What follows belongs to an exercise in optimizing a design on an open flow for small area; a production flow would make more cautious choices.
Only simulation tests tie the RTL to the original design; equivalence was not proved.

==> flow/design.v <==
module Controller(Vppg, Find_Setting, CLK, rst_n, DC_Comp, PGA_Gain, CLK_Filter, LED_IR, LED_RED, IR_ADC_Value, RED_ADC_Value, LED_Drive);
input 		CLK;							 
input 		rst_n;							 
input 		Find_Setting;					 
input[7:0] 	Vppg;							 
output reg 			LED_IR;					 
output reg 			LED_RED;				 
output reg			CLK_Filter;				 
output reg  [3:0] 	LED_Drive;				 
output reg  [3:0] 	PGA_Gain;				 
output reg  [6:0] 	DC_Comp;				 
output reg  [7:0]   IR_ADC_Value;			 
output reg  [7:0]   RED_ADC_Value;			 
parameter 		 MAX_RAND_VOLTAGE = 250;
parameter 		 MIN_RAND_VOLTAGE = 5;
parameter		 MITTEL_VOLTAGE   = 127;
localparam[2:0]  INITIAL 			    = 3'b001;  
localparam[2:0]  IDLE         		    = 3'b010;  
localparam[2:0]  FIND_SETTING			= 3'b000;
localparam[2:0]  SWEEP_DC_COMP  		= 3'b011;  
localparam[2:0]  INCREASE_PGA_GAIN      = 3'b100;  
localparam[2:0]  OSCILLATE   	     	= 3'b101;  
localparam[2:0]  FIRST_DC_COMP   		= 3'b110;  
reg [9:0]  	counter;						 
reg [3:0] 	gaintemp;						
reg [3:0] 	PGA_Gain_IR;					 
reg [3:0] 	PGA_Gain_RED;					 
reg [2:0]   currentState, nextState;		 
reg [7:0]   DC_left, DC_right, DC_Comp_temp;  
reg [6:0]   DC_Comp_IR;						 
reg [6:0]   DC_Comp_RED; 				     
reg [1:0]	red_on_flag; 					 
reg [9:0]   min_index;						 
reg [9:0]   max_index;						 
reg [7:0]  	temp_min;						 
reg [7:0]  	temp_max;						 
reg [3:0]   gaintemp_max;
reg [3:0]   gaintemp_min;
reg 		start;
always@(posedge CLK or negedge rst_n) begin
	if(~rst_n)begin
		currentState  <= INITIAL;	
	end
    else begin 
		currentState  <= nextState;
	end
end
always@(posedge CLK) begin
	if(counter == 999) begin
			counter <= 0;
		end
		else if(counter >= 0) begin
		counter <= counter + 1;
		end
	 case(currentState)
		INITIAL: begin  
			nextState          <= FIND_SETTING;
			counter		       <= 0;
			PGA_Gain_RED 	   <= 0;
			PGA_Gain_IR		   <= 0;
			DC_Comp_temp	   <= 0;
			DC_Comp_IR 	       <= 0;
			DC_Comp_RED        <= 0; 
			red_on_flag        <= 1;  
			temp_min		   <= 255;
			temp_max           <= 0;
			min_index		   <= 0;
			max_index 		   <= 0;
			LED_IR			   <= 0;
			LED_RED			   <= 1;
			PGA_Gain		   <= 4'd0;
			gaintemp  		   <= 15;
			LED_Drive 	       <= 8;
			CLK_Filter         <= 0;
			gaintemp_max       <= 0;
			gaintemp_min       <= 0;
			start <= 0;
			DC_Comp            <= 0;
			IR_ADC_Value       <= 0;
			RED_ADC_Value      <= 0;
		end
		FIND_SETTING: begin  
		if(Find_Setting) begin
			nextState <= IDLE;
			end
		end
		IDLE: begin  
			DC_left	  <= 0;
			DC_right  <= MITTEL_VOLTAGE; 
            case(red_on_flag)   
                0: begin   
					nextState <= FIRST_DC_COMP;
		   		    LED_IR    <= 1;
		            LED_RED   <= 0;
                    DC_Comp   <= 0;
					temp_min  <= 255;
					temp_max  <= 0;
				end
				1: begin   
					nextState <= FIRST_DC_COMP;
		   			LED_IR    <= 0;
		   		    LED_RED   <= 1;
                    DC_Comp   <= 0; 	
					temp_min  <= 255;
					temp_max  <= 0;
				end 
				2: begin   
					if (Vppg < temp_min && LED_RED == 1) begin
		 				temp_min  <= Vppg;
		 				min_index <= counter;  
		 				nextState <= IDLE;
					end
					if (Vppg > temp_max && LED_RED == 1) begin
		 				temp_max  <= Vppg;
		 				max_index <= counter;  
						nextState <= IDLE;
					end
					if (counter == 999 && LED_RED == 1)begin  
						nextState <= SWEEP_DC_COMP;  
					end	
					if(LED_IR == 1) begin
						nextState <= SWEEP_DC_COMP;
					end				    
				end
                default:;
            endcase
		end 
		FIRST_DC_COMP:begin	 
			if ((DC_right - DC_left) > 1)begin 
				if(Vppg < MITTEL_VOLTAGE)begin
					DC_right 	    <= 	DC_Comp;
					DC_Comp_temp	<=  DC_Comp + DC_left;
					DC_Comp  		<=  DC_Comp_temp >>1;
				end else if(Vppg > MITTEL_VOLTAGE)begin
					DC_left 	    <=	DC_Comp;
					DC_Comp_temp 	<=  DC_Comp + DC_right;
					DC_Comp 	    <=  DC_Comp_temp >> 1;
				end else begin
					DC_left			<=	DC_Comp;
					DC_right		<=	DC_Comp;
				end	
			end else begin
				red_on_flag     	<=	 2;
				nextState			<= 	IDLE;					
			end
	    end
		SWEEP_DC_COMP: begin   
				if (counter < (((min_index +max_index) >> 1) + 7) && counter >= (((min_index + max_index) >> 1) - 7))begin 
					if(Vppg < MITTEL_VOLTAGE)begin
						DC_right 	    <= 	DC_Comp;
						DC_Comp_temp	<=  DC_Comp + DC_left;
						DC_Comp  		<=  DC_Comp_temp >>1;
					end else if(Vppg > MITTEL_VOLTAGE)begin
						DC_left 	    <=	DC_Comp;
						DC_Comp_temp    <=  DC_Comp + DC_right;
						DC_Comp 	    <=  DC_Comp_temp >> 1;
					end else begin
						DC_left			<=	DC_Comp;
						DC_right		<=	DC_Comp;
						nextState 		<= INCREASE_PGA_GAIN;
					end	
				end else if (counter >= (((min_index +max_index) >> 1) + 7)) begin 
					nextState	    <= INCREASE_PGA_GAIN;
				end         
		end
		INCREASE_PGA_GAIN: begin  
			if((counter >= max_index) && counter <= (max_index + 4'd15)) begin  
				if(Vppg < MAX_RAND_VOLTAGE) begin
					PGA_Gain <= PGA_Gain + 4'd1;
				end
				else begin
					gaintemp_max <= PGA_Gain;   
				end
				if(counter == (max_index + 4'd15)) begin   
					PGA_Gain <= 4'd0;
					start <= 1;
				end
			end
			if(start) begin
				start <= 0;
				if(2000 < gaintemp_max) begin
					red_on_flag    <= 0 ;
					counter    	   <= 0;  
					if(LED_IR) begin					 
						DC_Comp_IR    <= DC_Comp;		 
						PGA_Gain_IR   <= gaintemp_min; 	 
						nextState     <= OSCILLATE;
						PGA_Gain      <= 4'd0;  
						gaintemp      <= 15;
						gaintemp_max  <= 0;
						gaintemp_min  <= 0;
					end
					if(LED_RED) begin
						DC_Comp_RED   <= DC_Comp;		 
						PGA_Gain_RED  <= gaintemp_min;   
						nextState  	  <= IDLE; 			 
						PGA_Gain   	  <= 4'd0; 			 
						gaintemp      <= 15;
						gaintemp_max  <= 0;
						gaintemp_min  <= 0;
						LED_RED	      <= 0;
						LED_IR	      <= 1;
					end
				end
				else begin	
					red_on_flag 	  <= 0 ;
					counter    	      <= 0;  
					if(LED_IR) begin
						DC_Comp_IR    <= DC_Comp;		     
						PGA_Gain_IR   <= gaintemp_max; 		 
						nextState     <= OSCILLATE;			 
						PGA_Gain      <= 4'd0;  
						gaintemp      <= 15;
						gaintemp_max  <= 0;
						gaintemp_min  <= 0;
						LED_RED	      <= 1;
						LED_IR	      <= 0;
					end
					if(LED_RED) begin
						DC_Comp_RED   <= DC_Comp;			 
						PGA_Gain_RED  <= gaintemp_max;		 
						nextState     <= IDLE; 				 
						PGA_Gain      <= 4'd0; 				 
						gaintemp      <= 15;
						gaintemp_max  <= 0;
						gaintemp_min  <= 0;
						LED_RED	  	  <= 0;
						LED_IR	      <= 1;
					end
				end
			end
		end 
		OSCILLATE: begin  
			CLK_Filter <=~CLK_Filter;  
			if(counter == 9) begin	  
				LED_RED <= ~LED_RED; 
				LED_IR  <= ~LED_IR;
				counter <= 0;  
				if(LED_IR) begin
					DC_Comp  	  <= DC_Comp_RED;
					PGA_Gain 	  <= PGA_Gain_RED;
					IR_ADC_Value  <= Vppg;  
				end
				if(LED_RED) begin
					DC_Comp 	  <= DC_Comp_IR;
					PGA_Gain 	  <= PGA_Gain_IR;
					RED_ADC_Value <= Vppg;  
				end
			end	
		end
		default: nextState <= IDLE;
	endcase
end
endmodule
module FIR_Filter(
    input wire CLK,                  
    input wire CLK_Filter,           
    input wire [7:0] input_data,     
    input wire rst_n,                
    output reg [19:0] output_data    
);
parameter NUM_SHI_REGS = 22;	 
parameter NUM_ADD_REGS = 11;     
reg     [7:0]   shift_regs   [NUM_SHI_REGS-1:0];   
reg     [8:0]   add_regs     [NUM_ADD_REGS-1:0];   
reg 	[16:0]  order[NUM_ADD_REGS-1:0];  
wire    [7:0]   COEFFICIENTS [NUM_ADD_REGS-1:0];   
assign COEFFICIENTS[0]  =    8'd2;
assign COEFFICIENTS[1]  =    8'd10;
assign COEFFICIENTS[2]  =    8'd16;
assign COEFFICIENTS[3]  =    8'd28;
assign COEFFICIENTS[4]  =    8'd43;
assign COEFFICIENTS[5]  =    8'd60;
assign COEFFICIENTS[6]  =    8'd78;
assign COEFFICIENTS[7]  =    8'd95;
assign COEFFICIENTS[8]  =    8'd111;
assign COEFFICIENTS[9]  =    8'd122;
assign COEFFICIENTS[10] =    8'd128;
always @(posedge CLK or negedge rst_n) begin
    if (!rst_n) begin
        shift_regs[0]  <= 8'b0;
        shift_regs[1]  <= 8'b0;
        shift_regs[2]  <= 8'b0;
        shift_regs[3]  <= 8'b0;
        shift_regs[4]  <= 8'b0;
        shift_regs[5]  <= 8'b0;
        shift_regs[6]  <= 8'b0;
        shift_regs[7]  <= 8'b0;
        shift_regs[8]  <= 8'b0;
        shift_regs[9]  <= 8'b0;
        shift_regs[10] <= 8'b0;
        shift_regs[11] <= 8'b0;
        shift_regs[12] <= 8'b0;
        shift_regs[13] <= 8'b0;
        shift_regs[14] <= 8'b0;
        shift_regs[15] <= 8'b0;
        shift_regs[16] <= 8'b0;
        shift_regs[17] <= 8'b0;
        shift_regs[18] <= 8'b0;
        shift_regs[19] <= 8'b0;
        shift_regs[20] <= 8'b0;
        shift_regs[21] <= 8'b0;
        add_regs[0]  <= 9'b0;
        add_regs[1]  <= 9'b0;
        add_regs[2]  <= 9'b0;
        add_regs[3]  <= 9'b0;
        add_regs[4]  <= 9'b0;
        add_regs[5]  <= 9'b0;
        add_regs[6]  <= 9'b0;
        add_regs[7]  <= 9'b0;
        add_regs[8]  <= 9'b0;
        add_regs[9]  <= 9'b0;
        add_regs[10] <= 9'b0;
        order[0]  <= 17'b0;
        order[1]  <= 17'b0;
        order[2]  <= 17'b0;
        order[3]  <= 17'b0;
        order[4]  <= 17'b0;
        order[5]  <= 17'b0;
        order[6]  <= 17'b0;
        order[7]  <= 17'b0;
        order[8]  <= 17'b0;
        order[9]  <= 17'b0;
        order[10] <= 17'b0;
        output_data <= 20'd0;
    end else if (CLK_Filter) begin
        shift_regs[0]  <= input_data;
        shift_regs[1]  <= shift_regs[0];
        shift_regs[2]  <= shift_regs[1];
        shift_regs[3]  <= shift_regs[2];
        shift_regs[4]  <= shift_regs[3];
        shift_regs[5]  <= shift_regs[4];
        shift_regs[6]  <= shift_regs[5];
        shift_regs[7]  <= shift_regs[6];
        shift_regs[8]  <= shift_regs[7];
        shift_regs[9]  <= shift_regs[8];
        shift_regs[10] <= shift_regs[9];
        shift_regs[11] <= shift_regs[10];
        shift_regs[12] <= shift_regs[11];
        shift_regs[13] <= shift_regs[12];
        shift_regs[14] <= shift_regs[13];
        shift_regs[15] <= shift_regs[14];
        shift_regs[16] <= shift_regs[15];
        shift_regs[17] <= shift_regs[16];
        shift_regs[18] <= shift_regs[17];
        shift_regs[19] <= shift_regs[18];
        shift_regs[20] <= shift_regs[19];
        shift_regs[21] <= shift_regs[20];
        add_regs[0]     <= shift_regs[0] + shift_regs[21];
        add_regs[1]     <= shift_regs[1] + shift_regs[20];
        add_regs[2]     <= shift_regs[2] + shift_regs[19];
        add_regs[3]     <= shift_regs[3] + shift_regs[18];
        add_regs[4]     <= shift_regs[4] + shift_regs[17];
        add_regs[5]     <= shift_regs[5] + shift_regs[16];
        add_regs[6]     <= shift_regs[6] + shift_regs[15];
        add_regs[7]     <= shift_regs[7] + shift_regs[14];
        add_regs[8]     <= shift_regs[8] + shift_regs[13];
        add_regs[9]     <= shift_regs[9] + shift_regs[12];
        add_regs[10]    <= shift_regs[10] + shift_regs[11];
        order[0]    <= COEFFICIENTS[0] * add_regs[0];
        order[1]    <= COEFFICIENTS[1] * add_regs[1];
        order[2]    <= COEFFICIENTS[2] * add_regs[2];
        order[3]    <= COEFFICIENTS[3] * add_regs[3];
        order[4]    <= COEFFICIENTS[4] * add_regs[4];
        order[5]    <= COEFFICIENTS[5] * add_regs[5];
        order[6]    <= COEFFICIENTS[6] * add_regs[6];
        order[7]    <= COEFFICIENTS[7] * add_regs[7];
        order[8]    <= COEFFICIENTS[8] * add_regs[8];
        order[9]    <= COEFFICIENTS[9] * add_regs[9];
        order[10]   <= COEFFICIENTS[10] * add_regs[10];
	    output_data <=   order[0] + order[1] + order[2] + order[3] 
                       + order[4] + order[5] + order[6] + order[7] 
                       + order[8] + order[9] + order[10];
    end
end
endmodule
module Controller_FIR (
	input	[7:0] 	VPPG,             
	input 		  	Find_Setting,     
	input 		  	CLK,              
	input 		  	rst_n,            
	output 	[6:0] 	DC_Comp,          
	output 	[3:0] 	pga_Gain,         
	output 		  	LED_IR,           
	output 		  	LED_RED,          
	output  [19:0] 	Out_RED_Filtered, 
	output  [19:0] 	Out_IR_Filtered,  
	output  [3:0] 	LED_Drive         
);
	wire [7:0] IR_ADC_Value, RED_ADC_Value;
	wire 	   CLK_Filter;
	reg        CLK_Filter_q;    
	wire       Filter_En;       
	always @(posedge CLK or negedge rst_n) begin
		if (!rst_n) CLK_Filter_q <= 1'b0;
		else        CLK_Filter_q <= CLK_Filter;
	end
	assign Filter_En = CLK_Filter & ~CLK_Filter_q;
    Controller ct(  .Vppg(VPPG), 
                    .Find_Setting(Find_Setting), 
                    .CLK(CLK), 
                    .rst_n(rst_n), 
                    .DC_Comp(DC_Comp), 
                    .PGA_Gain(pga_Gain), 
                    .CLK_Filter(CLK_Filter), 
                    .LED_IR(LED_IR), 
                    .LED_RED(LED_RED),
                    .IR_ADC_Value(IR_ADC_Value), 
                    .RED_ADC_Value(RED_ADC_Value), 
                    .LED_Drive(LED_Drive)); 
	FIR_Filter red( .CLK(CLK),
                    .CLK_Filter(Filter_En), 
                    .input_data(RED_ADC_Value),
                    .rst_n(rst_n),  
                    .output_data(Out_RED_Filtered));
	FIR_Filter ir(  .CLK(CLK),
                    .CLK_Filter(Filter_En), 
                    .input_data(IR_ADC_Value),
                    .rst_n(rst_n),  
                    .output_data(Out_IR_Filtered));
endmodule
==> flow/run.sh <==
#!/bin/bash
# synth_recipe.tcl (not shown) runs the flow's synth.tcl, then flattens the netlist and writes it again
# the make line also repeats each setting of config.mk as NAME=value (left out here)
make -C /OpenROAD-flow-scripts/flow DESIGN_CONFIG=/design/flow/config.mk WORK_HOME=/design/flow/orfs CLKGATE_MAP_FILE= SYNTH_SCRIPT=/design/flow/synth_recipe.tcl finish
==> flow/config.mk <==
export PLATFORM = sky130hd
export DESIGN_NAME = Controller_FIR
export DESIGN_NICKNAME = Controller_FIR
export VERILOG_FILES = /design/flow/design.v
export SDC_FILE = /design/flow/constraint.sdc
export NUM_CORES = 4
export LEC_CHECK = 0
export CAP_MARGIN = 20
export CORE_MARGIN = 2
export CORE_UTILIZATION = 40
export SLEW_MARGIN = 20
==> flow/constraint.sdc <==
create_clock -name core_clock -period 10.0 [get_ports {CLK}]
set_input_delay 2.0000 -clock core_clock [delete_from_list [all_inputs] [get_ports {CLK}]]
set_output_delay 2.0000 -clock core_clock [all_outputs]
set_load 0.01 [all_outputs]
==> flow_metrics.py <==
metrics = {
    "final_layout": {
        "n_antenna_cell": 0,
        "nets": 8298,
        "area_growth_pct": 10.3,
        "final_cells": 9379,
        "final_area_um2": 75000,
        "drive_above_1_share_pct": 3.76,
    },
    "sta": {
        "grt_setup_unrepaired": "false",
        "fin_tns_setup_ns": 0,
        "worst_slew_pin_slew_ns": 1.06,
        "finalSetupViolCount": 0,
        "max_freq_ghz": 0.145,
        "final_hold_viol_count": 0,
        "timing.hold.ws_ns": 0.346,
        "post-route-period-util_pct": 69.1,
        "final.min_clock_period_ns": 6.91,
        "max_slew_margin_pct": 28.7,
        "drv_slew": 0,
        "skew_ns": 0.0537,
    },
    "hold_path": {
        "min_path_cells": 0,
        "hold_end": "ct.currentState[2]$_DFF_PN0_",
        "hold_path.class": "reg2reg",
        "hold_start": "ct.nextState[2]$_DFFE_PP_",
    },
    "floorplan": {
        "ios": 68,
        "core_area_um2": 169000,
        "die_h_um": 416,
        "core.rowCount": 151,
        "initial_core_util_pct": 40.2,
        "dieWidth_um": 416,
        "die_area_um2": 173000,
    },
    "worst_setup_path": {
        "cp.arrival_ns": 7.54,
        "crit_fanout": 3,
        "cp_common_cell": "fa_1",
        "cp.required_ns": 10.62,
        "crit_slowest_cell": "o41ai_1",
        "cpLargestDelayFamily": "adder cells",
        "path_class": "reg2reg",
        "r2r_end": "red.output_data[18]$_DFFE_PN0P_",
        "reg2reg_from": "red.order[1][1]$_DFFE_PN0P_",
        "startpoint_type": "register",
        "max_stage_delay_ns": 0.56,
        "r2r_slack_ns": 3.09,
        "reg2regPathDepth": 30,
        "cp-end-kind": "register",
        "worst-path-buf-inv": 5,
    },
    "detailed_routing": {
        "drc": 0,
        "wl_per_cell_um": 16.8,
        "wirelength_mm": 157,
        "drt_iter0_drc": 2434,
        "num_vias": 46200,
        "first_pass_iters": 5,
        "vias_per_cell": 4.93,
        "antenna_left": 0,
    },
    "global_routing": {
        "grt_pass1_wl_mm": 260,
        "antenna_found_initial": 1,
        "overflow": 0,
        "grt_pass1_vias": 47200,
        "grt_max_degree": 239,
        "grt_util_all_layers_pct": 18.7,
    },
    "placed_design": {
        "portBuffers": 63,
        "dp.final_hpwl_mm": 120,
        "placedCellCount": 9164,
        "placed_area_um2": 70900,
        "gp_congestion": 0.872,
    },
    "yosys": {
        "seq_area_frac_synth_pct": 37.9,
        "synthCells": 7069,
        "synth_edf_count": 121,
        "synth-seq-cells": 1007,
        "avgSynthCellArea_um2": 9.62,
        "async_flop_share_pct": 87.0,
        "synth_cell_types": 80,
        "synth_ff_type": "dfrtp_1",
        "netlist_area_um2": 68000,
        "yosysWarnings": 6,
    },
    "clock_network": {
        "cts_resized": 0,
        "cts_tree": "yes",
        "clk_pin_slew_worst_paths_ns": 0.06,
        "htreeDepth": 3,
        "cts_hold_buf": 0,
        "numCtsBuffers": 116,
        "postCtsSetupBuffers": 0,
        "ctsLongestPathBuffers": 3,
        "clock_latency_ns": 0.77,
        "clkSinkCount": 1007,
        "cts-root-buf": "clkbuf_16",
    },
    "flow_run": {
        "maxCapViolCount": 0,
    },
    "run_status": {
        "status": "no timing/DRC/antenna violations",
    },
}
synth_stat cells, types with 13 or more instances:
cell | instances | share of area (%)
nand2_1 | 1810 | 10
dfrtp_1 | 875 | 32
inv_1 | 843 | 4.7
ha_1 | 751 | 14
o21ai_0 | 504 | 3.7
fa_1 | 472 | 14
a21oi_1 | 318 | 2.3
xnor2_1 | 232 | 3.0
clkbuf_1 | 209 | 1.2
o21bai_1 | 144 | 1.6
xor2_1 | 131 | 1.7
edfxtp_1 | 121 | 5.3
a21o_1 | 113 | 1.2
nor2_1 | 111 | 0.61
and2_1 | 36 | 0.33
nor3_1 | 33 | 0.24
nand3_1 | 31 | 0.23
nor2b_1 | 30 | 0.28
nand2b_1 | 26 | 0.24
and3_1 | 21 | 0.19
mux2i_1 | 21 | 0.31
or3_1 | 16 | 0.15
a31oi_1 | 15 | 0.14
nand4_1 | 14 | 0.13
o211ai_1 | 13 | 0.14
stage by stage:
stage	setup WS, ns	util (%)
floorplan	3.71	-
global placement	3.12	41.9
detailed placement	3.11	41.9
CTS	3.10	44.3
global route	2.53	44.3
finish	3.09	44.3
cell families (layout without fill, tap and decap cells):
logic type                 count (synthesis)  in the layout  share of synthesized area (%)
xor gates and xnor gates                 365            365                           4.72
AOI/OAI and AO/OA                       1219           1219                           10.6
and+or+nand+nor                         2165           2165                           12.8
muxes                                     25             25                          0.375
adders and majority gates               1223           1223                           27.7
buffers and inverters                   1063           1153                           5.89
other                                      2              4                         0.0110
DFF                                     1007           1007                           37.9
worst max path at each step:
stage	end	slack (ns)	start	cells after the start
after floorplan	red.output_data[18]$_DFFE_PN0P_	3.71	red.order[1][1]$_DFFE_PN0P_	30
after global placement	red.output_data[18]$_DFFE_PN0P_	3.12	red.order[1][1]$_DFFE_PN0P_	30
after detailed placement	red.output_data[18]$_DFFE_PN0P_	3.11	red.order[1][1]$_DFFE_PN0P_	30
after CTS	red.output_data[18]$_DFFE_PN0P_	3.10	red.order[1][1]$_DFFE_PN0P_	30
after global routing	red.output_data[18]$_DFFE_PN0P_	2.53	red.order[1][1]$_DFFE_PN0P_	30
final	red.output_data[18]$_DFFE_PN0P_	3.09	red.order[1][1]$_DFFE_PN0P_	30
flip-flops by register name, indices dropped and copies added (netlist names), 10 cells and up:
signal and cells:
ir.shift_regs 176, red.shift_regs 176, ir.order 141, red.order 141, ir.add_regs 99, red.add_regs 99, ir.output_data 20, red.output_data 20
ct.counter 10, ct.max_index 10, ct.min_index 10
per-layer routing:
layer | GRT usage [%] | vias to the layer above | wire, um
met2 | 28.9 | 596 | 69900
met5 | 0 | - | 7
li1 | - | 22900 | -
met4 | 4.20 | 2 | 2720
met1 | 27.8 | 22600 | 79000
met3 | 2.58 | 196 | 5920
final cells by class:
class                      count  area, um2
fill                       16100      94100
multi-input combinational   5001      38300
sequential                  1007      25800
clock buffer                 159       3270
inverter                     843       3160
tap                         2218       2780
timing repair buffer          95        951
clock inverter                56        812
placed cells by master (no fill, tap or decap), types with 13 or more instances in the layout:
cell             netlist  layout
nand2b_1              26      25
clkbuf_8               0      16
clkbuf_1             209      25
a31oi_1               15      15
bufinv_16              0      15
o211ai_1              13      13
or3_1                 16      16
ha_1                 751     751
nand2_1             1810    1810
xnor2_1              232     232
nor2_1               111     111
a21oi_1              318     315
buf_4                  4      26
clkbuf_16              0     118
nor3_1                33      33
and3_1                21      21
and2_1                36      36
a21o_1               113     113
o21ai_0              504     502
o21bai_1             144     144
fa_1                 472     472
dfrtp_1              875     875
mux2i_1               21      21
nand4_1               14      14
clkdlybuf4s50_1        0      62
inv_1                843     843
xor2_1               131     131
clkinv_2               0      19
nand3_1               31      31
nor2b_1               30      29
edfxtp_1             121     121

[port drivers added, routing unchanged]
Ports are ideal in the flow. The routed layout listed here was re-timed in OpenROAD.
Step 1, drivers: a clkbuf_16 drives CLK and a buf_2 each remaining input, both assumed.
Step 2 times the ports against the registers' clock, not the clock port: input delays grow and output delays shrink by t, the midpoint of the rising clock arrivals with the driver on.
a / b / c = no drivers / after step 1 / after step 2; a / b = the first two.
t, ns: 0.829
setup slack, ns: 3.088 / 3.088 / 3.088
worst register clock-pin slew, ns: 0.07 / 0.07
After both steps setup and hold are still met in this run. For this run, drivers alone change the setup slack by 0.000 ns; drivers and shift together by 0.000 ns.
